What follows belongs to an exercise in optimizing a design on an open flow for a short achievable clock period and few clock cycles; a production flow would make more cautious choices.
In this exercise RTL edits were held to simulation tests only and were not proved equivalent to the original.
No activity file was given, so power comes from the tool's default toggle rates.

==> try-amber: inputs <==
==> flow/design.v <==
module multi_cpu(
    input wire clk,
    input wire reset,
    output wire [31:0] imem_addr,
    input wire [31:0] imem_rdata,
    output wire [31:0] dmem_addr,
    output wire [31:0] dmem_wdata,
    output wire dmem_we,
    input wire [31:0] dmem_rdata,
    output wire halted
    );
localparam R_ADD = 3'd0, R_OR = 3'd1, R_AND = 3'd2, R_SLL = 3'd3,
           R_SLT = 3'd4, R_IMM = 3'd5;
reg [31:0] pc;
reg        halt_r;
reg        x_valid;
reg [4:0]  x_dest;       
reg [31:0] x_a, x_b;     
reg        x_fam, x_faw, x_fbm, x_fbw;   
reg        x_lu;         
reg [31:0] x_imm;        
reg        x_bimm;       
reg        x_sub;
reg [2:0]  x_rsel;
reg [4:0]  x_sa;
reg [31:0] x_pc4;
reg        x_beq, x_bne, x_bgtz, x_jr, x_sw, x_lw, x_halt;
reg [4:0]  m_dest;
reg [31:0] m_res;
reg [31:0] m_wdata;
reg        m_we;
reg        m_lw;
reg [4:0]  w_dest;
reg [31:0] w_val;
reg [31:0] rf [1:31];
assign imem_addr  = pc;
assign dmem_addr  = m_res;
assign dmem_wdata = m_wdata;
assign dmem_we    = m_we;
assign halted     = halt_r;
wire [31:0] ins = imem_rdata;
wire [5:0] op = ins[31:26];
wire [4:0] f_rs = ins[25:21];
wire [4:0] f_rt = ins[20:16];
wire [4:0] f_rd = ins[15:11];
wire op_add  = (op == 6'b000000);
wire op_sub  = (op == 6'b000001);
wire op_addi = (op == 6'b000010);
wire op_or   = (op == 6'b010000);
wire op_and  = (op == 6'b010001);
wire op_ori  = (op == 6'b010010);
wire op_sll  = (op == 6'b011000);
wire op_slt  = (op == 6'b100110);
wire op_slti = (op == 6'b100111);
wire op_sw   = (op == 6'b110000);
wire op_lw   = (op == 6'b110001);
wire op_beq  = (op == 6'b110100);
wire op_bne  = (op == 6'b110101);
wire op_bgtz = (op == 6'b110110);
wire op_j    = (op == 6'b111000);
wire op_jr   = (op == 6'b111001);
wire op_jal  = (op == 6'b111010);
wire op_halt = (op == 6'b111111);
wire f_rtype = op_add | op_sub | op_or | op_and | op_slt | op_sll;
wire f_itype = op_addi | op_ori | op_slti | op_lw;
wire f_br    = op_beq | op_bne | op_bgtz;
wire [4:0] f_dest = f_rtype ? f_rd : f_itype ? f_rt : op_jal ? 5'd31 : 5'd0;
wire f_use_rs = (f_rtype & ~op_sll) | f_itype | op_sw | f_br | op_jr;
wire f_use_rt = f_rtype | op_sw | f_br;
wire [31:0] pc4 = pc + 32'd4;
wire [31:0] f_sext = {{16{ins[15]}}, ins[15:0]};
wire [31:0] f_imm  = op_jal ? pc4 : op_ori ? {16'b0, ins[15:0]} : f_sext;
wire [31:0] f_a = (f_rs == 5'd0) ? 32'd0 : rf[f_rs];
wire [31:0] f_b = (f_rt == 5'd0) ? 32'd0 : rf[f_rt];
wire stall = x_valid & x_lu;
wire [31:0] a = x_fam ? m_res : x_faw ? w_val : x_a;
wire [31:0] b = x_fbm ? m_res : x_fbw ? w_val : x_b;
wire [31:0] bop = x_bimm ? x_imm : b;
wire [31:0] sum = a + (x_sub ? ~bop : bop) + {31'b0, x_sub};
wire lt = (a[31] ^ bop[31]) ? a[31] : sum[31];
wire eq = (a == b);
reg [31:0] res;
always @(*) begin
    case (x_rsel)
        R_ADD:   res = sum;
        R_OR:    res = a | bop;
        R_AND:   res = a & bop;
        R_SLL:   res = b << x_sa;
        R_SLT:   res = {31'b0, lt};
        default: res = x_imm;
    endcase
end
wire br_taken = (x_beq & eq) | (x_bne & ~eq) | (x_bgtz & ~eq & ~sum[31]);
wire redirect = x_valid & ~x_lu & (br_taken | x_jr);
wire [31:0] br_target = x_pc4 + {x_imm[29:0], 2'b00};
wire [31:0] redir_pc = x_jr ? a : br_target;
wire x_go = x_valid & ~x_lu;           
wire kill_f = redirect | (x_valid & x_halt) | halt_r;
wire f_go = ~stall & ~kill_f;          
always @(posedge clk or posedge reset) begin
    if (reset)
        pc <= 32'd0;
    else if (redirect)
        pc <= redir_pc;
    else if (stall)
        pc <= pc;
    else if (op_j | op_jal)
        pc <= {pc4[31:28], ins[25:0], 2'b00};
    else
        pc <= pc4;
end
always @(posedge clk or posedge reset) begin
    if (reset)
        halt_r <= 1'b0;
    else if (x_valid & x_halt)
        halt_r <= 1'b1;
end
always @(posedge clk or posedge reset) begin
    if (reset)
        x_valid <= 1'b0;
    else if (stall)
        x_valid <= 1'b1;
    else
        x_valid <= f_go;
end
always @(posedge clk) begin
    if (stall) begin
        x_a   <= a;
        x_b   <= b;
        x_faw <= x_fam;
        x_fbw <= x_fbm;
        x_fam <= 1'b0;
        x_fbm <= 1'b0;
        x_lu  <= 1'b0;
    end else begin
        x_dest <= f_go ? f_dest : 5'd0;
        x_a    <= f_a;
        x_b    <= f_b;
        x_fam  <= (f_rs != 5'd0) & (f_rs == x_dest) & x_go;
        x_fbm  <= (f_rt != 5'd0) & (f_rt == x_dest) & x_go;
        x_faw  <= (f_rs != 5'd0) & (f_rs == m_dest);
        x_fbw  <= (f_rt != 5'd0) & (f_rt == m_dest);
        x_lu   <= x_go & x_lw & (x_dest != 5'd0) &
                  ((f_use_rs & (f_rs == x_dest)) | (f_use_rt & (f_rt == x_dest)));
        x_imm  <= f_imm;
        x_bimm <= f_itype | op_sw;
        x_sub  <= op_sub | op_slt | op_slti | f_br;
        x_rsel <= (op_or | op_ori) ? R_OR : op_and ? R_AND : op_sll ? R_SLL :
                  (op_slt | op_slti) ? R_SLT : op_jal ? R_IMM : R_ADD;
        x_sa   <= ins[10:6];
        x_pc4  <= pc4;
        x_beq  <= op_beq;
        x_bne  <= op_bne;
        x_bgtz <= op_bgtz;
        x_jr   <= op_jr;
        x_sw   <= op_sw;
        x_lw   <= op_lw;
        x_halt <= op_halt;
    end
end
always @(posedge clk or posedge reset) begin
    if (reset) begin
        m_we   <= 1'b0;
        m_dest <= 5'd0;
    end else begin
        m_we   <= x_go & x_sw;
        m_dest <= x_go ? x_dest : 5'd0;
    end
end
always @(posedge clk) begin
    m_res   <= res;
    m_wdata <= b;
    m_lw    <= x_lw;
end
wire [31:0] wb = m_lw ? dmem_rdata : m_res;
always @(posedge clk) begin
    w_dest <= m_dest;
    w_val  <= wb;
end
integer i;
always @(posedge clk or posedge reset) begin
    if (reset) begin
        for (i = 1; i < 32; i = i + 1)
            rf[i] <= 32'd0;
    end else if (m_dest != 5'd0) begin
        rf[m_dest] <= wb;
    end
end
endmodule
==> flow/run.sh <==
#!/bin/bash
# synth_recipe.tcl (not shown) runs the flow's synth.tcl, then flattens the netlist and writes it again
# the make line also repeats each setting of config.mk as NAME=value (left out here)
make -C /OpenROAD-flow-scripts/flow DESIGN_CONFIG=/design/flow/config.mk WORK_HOME=/design/flow/orfs CLKGATE_MAP_FILE= SYNTH_SCRIPT=/design/flow/synth_recipe.tcl finish
==> flow/config.mk <==
export PLATFORM = sky130hd
export DESIGN_NAME = multi_cpu
export DESIGN_NICKNAME = multi_cpu
export VERILOG_FILES = /design/flow/design.v
export SDC_FILE = /design/flow/constraint.sdc
export NUM_CORES = 4
export LEC_CHECK = 0
export CAP_MARGIN = 20
export CORE_MARGIN = 2
export CORE_UTILIZATION = 30
export SLEW_MARGIN = 20
==> flow/constraint.sdc <==
create_clock -name core_clock -period 8.0 [get_ports {clk}]
set_input_delay 1.6000 -clock core_clock [delete_from_list [all_inputs] [get_ports {clk}]]
set_output_delay 1.6000 -clock core_clock [all_outputs]
set_load 0.01 [all_outputs]
==> try-garnet: changes against try-amber <==
==> flow/design.v, changed modules only <==
module multi_cpu(
    input wire clk,
    input wire reset,
    output wire [31:0] imem_addr,
    input wire [31:0] imem_rdata,
    output wire [31:0] dmem_addr,
    output wire [31:0] dmem_wdata,
    output wire dmem_we,
    input wire [31:0] dmem_rdata,
    output wire halted
    );
reg [31:0] pc;
reg        halt_r;
reg        x_valid;
reg [4:0]  x_dest;       
reg [31:0] x_a;          
reg [31:0] x_op2;        
reg [31:0] x_sd;         
reg        x_sub;
reg        x_rsum, x_ror, x_rand, x_rsll, x_rslt;
reg [4:0]  x_sa;
reg [31:0] x_pc4;
reg [31:0] x_bt;         
reg        x_beq, x_bne, x_bgtz, x_jr, x_sw, x_lw, x_halt;
reg        x_pred;       
reg [31:0] x_jrpred;     
reg [4:0]  m_dest;
reg [31:0] m_res;
reg [31:0] m_sd;
reg        m_we;
reg        m_lw;
reg [31:0] rf [1:31];
assign imem_addr  = pc;
assign dmem_addr  = m_res;
assign dmem_wdata = m_sd;
assign dmem_we    = m_we;
assign halted     = halt_r;
wire [31:0] wb = m_lw ? dmem_rdata : m_res;    
wire [32:0] sum33 = {x_a, 1'b1} + {x_op2, x_sub};
wire [31:0] sum = sum33[32:1];
wire [31:0] bx = x_sub ? ~x_op2 : x_op2;       
wire lt = (x_a[31] ^ bx[31]) ? x_a[31] : sum[31];
wire eq = (x_a == bx);
wire [31:0] c31 = {1'b0, x_a[30:0]} + {1'b0, x_op2[30:0]} + 32'd1;
wire dneg = x_a[31] ^ x_op2[31] ^ c31[31];
wire [31:0] res_other = ({32{x_ror}}  & (x_a | bx)) |
                        ({32{x_rand}} & (x_a & bx)) |
                        ({32{x_rsll}} & (bx << x_sa)) |
                        {31'b0, x_rslt & lt};
wire [31:0] res = x_rsum ? sum : res_other;
wire br_taken = (x_beq & eq) | (x_bne & ~eq) | (x_bgtz & ~eq & ~dneg);
wire br_miss = (x_beq | x_bne | x_bgtz) & (br_taken ^ x_pred);
wire jr_miss = x_jr & (x_a != x_jrpred);
wire redirect = x_valid & (br_miss | jr_miss);
wire [31:0] redir_pc = x_jr ? x_a : x_pred ? x_pc4 : x_bt;
wire [31:0] ins = imem_rdata;
wire [5:0] op = ins[31:26];
wire [4:0] f_rs = ins[25:21];
wire [4:0] f_rt = ins[20:16];
wire [4:0] f_rd = ins[15:11];
wire op_add  = (op == 6'b000000);
wire op_sub  = (op == 6'b000001);
wire op_addi = (op == 6'b000010);
wire op_or   = (op == 6'b010000);
wire op_and  = (op == 6'b010001);
wire op_ori  = (op == 6'b010010);
wire op_sll  = (op == 6'b011000);
wire op_slt  = (op == 6'b100110);
wire op_slti = (op == 6'b100111);
wire op_sw   = (op == 6'b110000);
wire op_lw   = (op == 6'b110001);
wire op_beq  = (op == 6'b110100);
wire op_bne  = (op == 6'b110101);
wire op_bgtz = (op == 6'b110110);
wire op_j    = (op == 6'b111000);
wire op_jr   = (op == 6'b111001);
wire op_jal  = (op == 6'b111010);
wire op_halt = (op == 6'b111111);
wire f_rtype = op_add | op_sub | op_or | op_and | op_slt | op_sll;
wire f_itype = op_addi | op_ori | op_slti | op_lw;
wire f_br    = op_beq | op_bne | op_bgtz;
wire [4:0] f_dest = f_rtype ? f_rd : f_itype ? f_rt : op_jal ? 5'd31 : 5'd0;
wire f_use_rs = (f_rtype & ~op_sll) | f_itype | op_sw | f_br | op_jr;
wire f_use_rt = f_rtype | op_sw | f_br;
wire f_sub  = op_sub | op_slt | op_slti | f_br;
wire f_bimm = f_itype | op_sw;
wire [31:0] pc4 = pc + 32'd4;
wire [31:0] f_sext = {{16{ins[15]}}, ins[15:0]};
wire [31:0] f_imm  = op_jal ? pc4 : op_ori ? {16'b0, ins[15:0]} : f_sext;
wire [13:0] pc_hi = pc[31:18];
wire [13:0] pc_hi_inc = pc_hi + 14'd1;
wire [13:0] pc_hi_dec = pc_hi - 14'd1;
wire [17:0] bt_s = {1'b0, pc[17:2], 1'b1} + {1'b0, ins[15:0], 1'b1};
wire bt_c = bt_s[17];
wire [13:0] bt_hi = ins[15] ? (bt_c ? pc_hi : pc_hi_dec)
                            : (bt_c ? pc_hi_inc : pc_hi);
wire [31:0] f_bt = {bt_hi, bt_s[16:1], pc[1:0]};
wire dep_xa = x_valid & (x_dest != 5'd0) & (f_rs == x_dest);
wire dep_xb = x_valid & (x_dest != 5'd0) & (f_rt == x_dest);
wire dep_ma = (m_dest != 5'd0) & (f_rs == m_dest);
wire dep_mb = (m_dest != 5'd0) & (f_rt == m_dest);
wire [31:0] rf_a = (f_rs == 5'd0) ? 32'd0 : rf[f_rs];
wire [31:0] rf_b = (f_rt == 5'd0) ? 32'd0 : rf[f_rt];
wire [31:0] f_a = dep_xa ? res : dep_ma ? wb : rf_a;
wire [31:0] f_b = dep_xb ? res : dep_mb ? wb : rf_b;
wire f_stall = x_valid & x_lw & ((f_use_rs & dep_xa) | (f_use_rt & dep_xb));
wire f_pred = f_br & ins[15];
wire [31:0] f_jrpred = dep_xa ? sum : dep_ma ? wb : rf[31];
wire kill_f = redirect | (x_valid & x_halt) | halt_r;
wire f_go = ~kill_f & ~f_stall;
always @(posedge clk or posedge reset) begin
    if (reset)
        pc <= 32'd0;
    else if (redirect)
        pc <= redir_pc;
    else if (f_stall)
        pc <= pc;
    else if (op_j | op_jal)
        pc <= {pc4[31:28], ins[25:0], 2'b00};
    else if (f_pred)
        pc <= f_bt;
    else if (op_jr)
        pc <= f_jrpred;
    else
        pc <= pc4;
end
always @(posedge clk or posedge reset) begin
    if (reset)
        halt_r <= 1'b0;
    else if (x_valid & x_halt)
        halt_r <= 1'b1;
end
always @(posedge clk or posedge reset) begin
    if (reset)
        x_valid <= 1'b0;
    else
        x_valid <= f_go;
end
wire [31:0] f_op2v = f_bimm ? f_imm : f_b;
always @(posedge clk) begin
    x_dest <= f_dest;
    x_a    <= op_jal ? 32'd0 : f_a;
    x_op2  <= op_jal ? pc4 : (f_sub ? ~f_op2v : f_op2v);
    x_sd   <= f_b;
    x_sub  <= f_sub;
    x_rsum <= op_add | op_sub | op_addi | op_lw | op_sw | op_jal;
    x_ror  <= op_or | op_ori;
    x_rand <= op_and;
    x_rsll <= op_sll;
    x_rslt <= op_slt | op_slti;
    x_sa   <= ins[10:6];
    x_pc4  <= pc4;
    x_bt   <= f_bt;
    x_beq  <= op_beq;
    x_bne  <= op_bne;
    x_bgtz <= op_bgtz;
    x_jr   <= op_jr;
    x_sw   <= op_sw;
    x_lw   <= op_lw;
    x_halt <= op_halt;
    x_pred <= f_pred;
    x_jrpred <= f_jrpred;
end
always @(posedge clk or posedge reset) begin
    if (reset) begin
        m_we   <= 1'b0;
        m_dest <= 5'd0;
    end else begin
        m_we   <= x_valid & x_sw;
        m_dest <= x_valid ? x_dest : 5'd0;
    end
end
always @(posedge clk) begin
    m_res <= res;
    m_sd  <= x_sd;
    m_lw  <= x_lw;
end
integer i;
always @(posedge clk or posedge reset) begin
    if (reset) begin
        for (i = 1; i < 32; i = i + 1)
            rf[i] <= 32'd0;
    end else if (m_dest != 5'd0) begin
        rf[m_dest] <= wb;
    end
end
endmodule
Settings changed: ABC_CLOCK_PERIOD_IN_PS set to 2800, SETUP_SLACK_MARGIN set to 5.
==> comparison table <==
	try-garnet	try-amber
Launching instance or port of the critical path	imem_rdata[9]	x_fbm
Switching power	8.929 mW	9.084 mW
Minimum setup slack in the final design	4069 ps	1585 ps
Fraction of synthesized area in multiplexers	3.238%	3.643%
Detail Route met2 WL	171700 um	140100 um
Leakage	36.54 nW	28.95 nW
Routed wire length	423400 um	343300 um
Total of cells resized after clock tree synthesis	1696	0
Global-route wire length before repair	571900 um	475400 um
Critical hold path startpoint	x_sd[29]	x_lw
Number of clock sinks seen by CTS	1311	1284
Net switching share of the total power	37.25%	38.41%
Proportion of cell area spent on the clock network	5.456%	6.793%
Average size of a mapped cell	8.815 um^2	9.054 um^2
Final worst-path cycle share	49.13%	80.19%
Area delta synth->final	36.14%	16.91%
Cell class ranked first by area	multi-input combinational cells	sequential cells
Critical path arrival	4640 ps	7130 ps
Sort of element at the start of the critical path	input pin	register
Reg-to-reg critical path endpoint	pc[29]	pc[12]
Met1 Resource Use GR	42.22%	37.53%
Number of sequential cells in the layout	1311	1284
Die W	478.0 um	470.5 um
Synthesized-area fraction occupied by adder cells	2.195%	1.288%
Clock-net power	7.20 mW	7.29 mW
Worst-case headroom to the max-slew limit	15.48%	9.709%
Run status	no timing/DRC/antenna violations	no timing/DRC/antenna violations
Testbench counts of try-amber, summed over its fixed seeds: cycles 24,648.
Testbench counts of try-garnet, summed over its fixed seeds: cycles 23,293.

[re-timing with driven ports]
In the flow no input, the clock included, has a driving cell. The finished layouts below were timed again as built, in two steps.
Step 1 (the two cells are an assumption about what drives the block):
set clk [get_ports {clk}]
set_driving_cell -lib_cell sky130_fd_sc_hd__clkbuf_16 $clk
set_driving_cell -lib_cell sky130_fd_sc_hd__buf_2 [delete_from_list [all_inputs] $clk]
Step 2 times the ports against the registers' clock, not the clock port: input delays grow and output delays shrink by t, the midpoint of the rising clock arrivals with the driver on.
a / b / c = no drivers / after step 1 / after step 2; a / b = the first two.
run	shift t [ns]	setup slack, ns	clock arrival spread, ns	worst register clock-pin slew, ns
try-amber	0.920	1.585 / 1.585 / 1.585	0.052 / 0.051	0.07 / 0.07
try-garnet	0.932	4.069 / 4.059 / 3.126	0.058 / 0.059	0.07 / 0.07
After both steps every run listed still meets setup and hold. For try-garnet, which loses most, drivers alone change the setup slack by -0.010 ns; drivers and shift together by -0.943 ns.
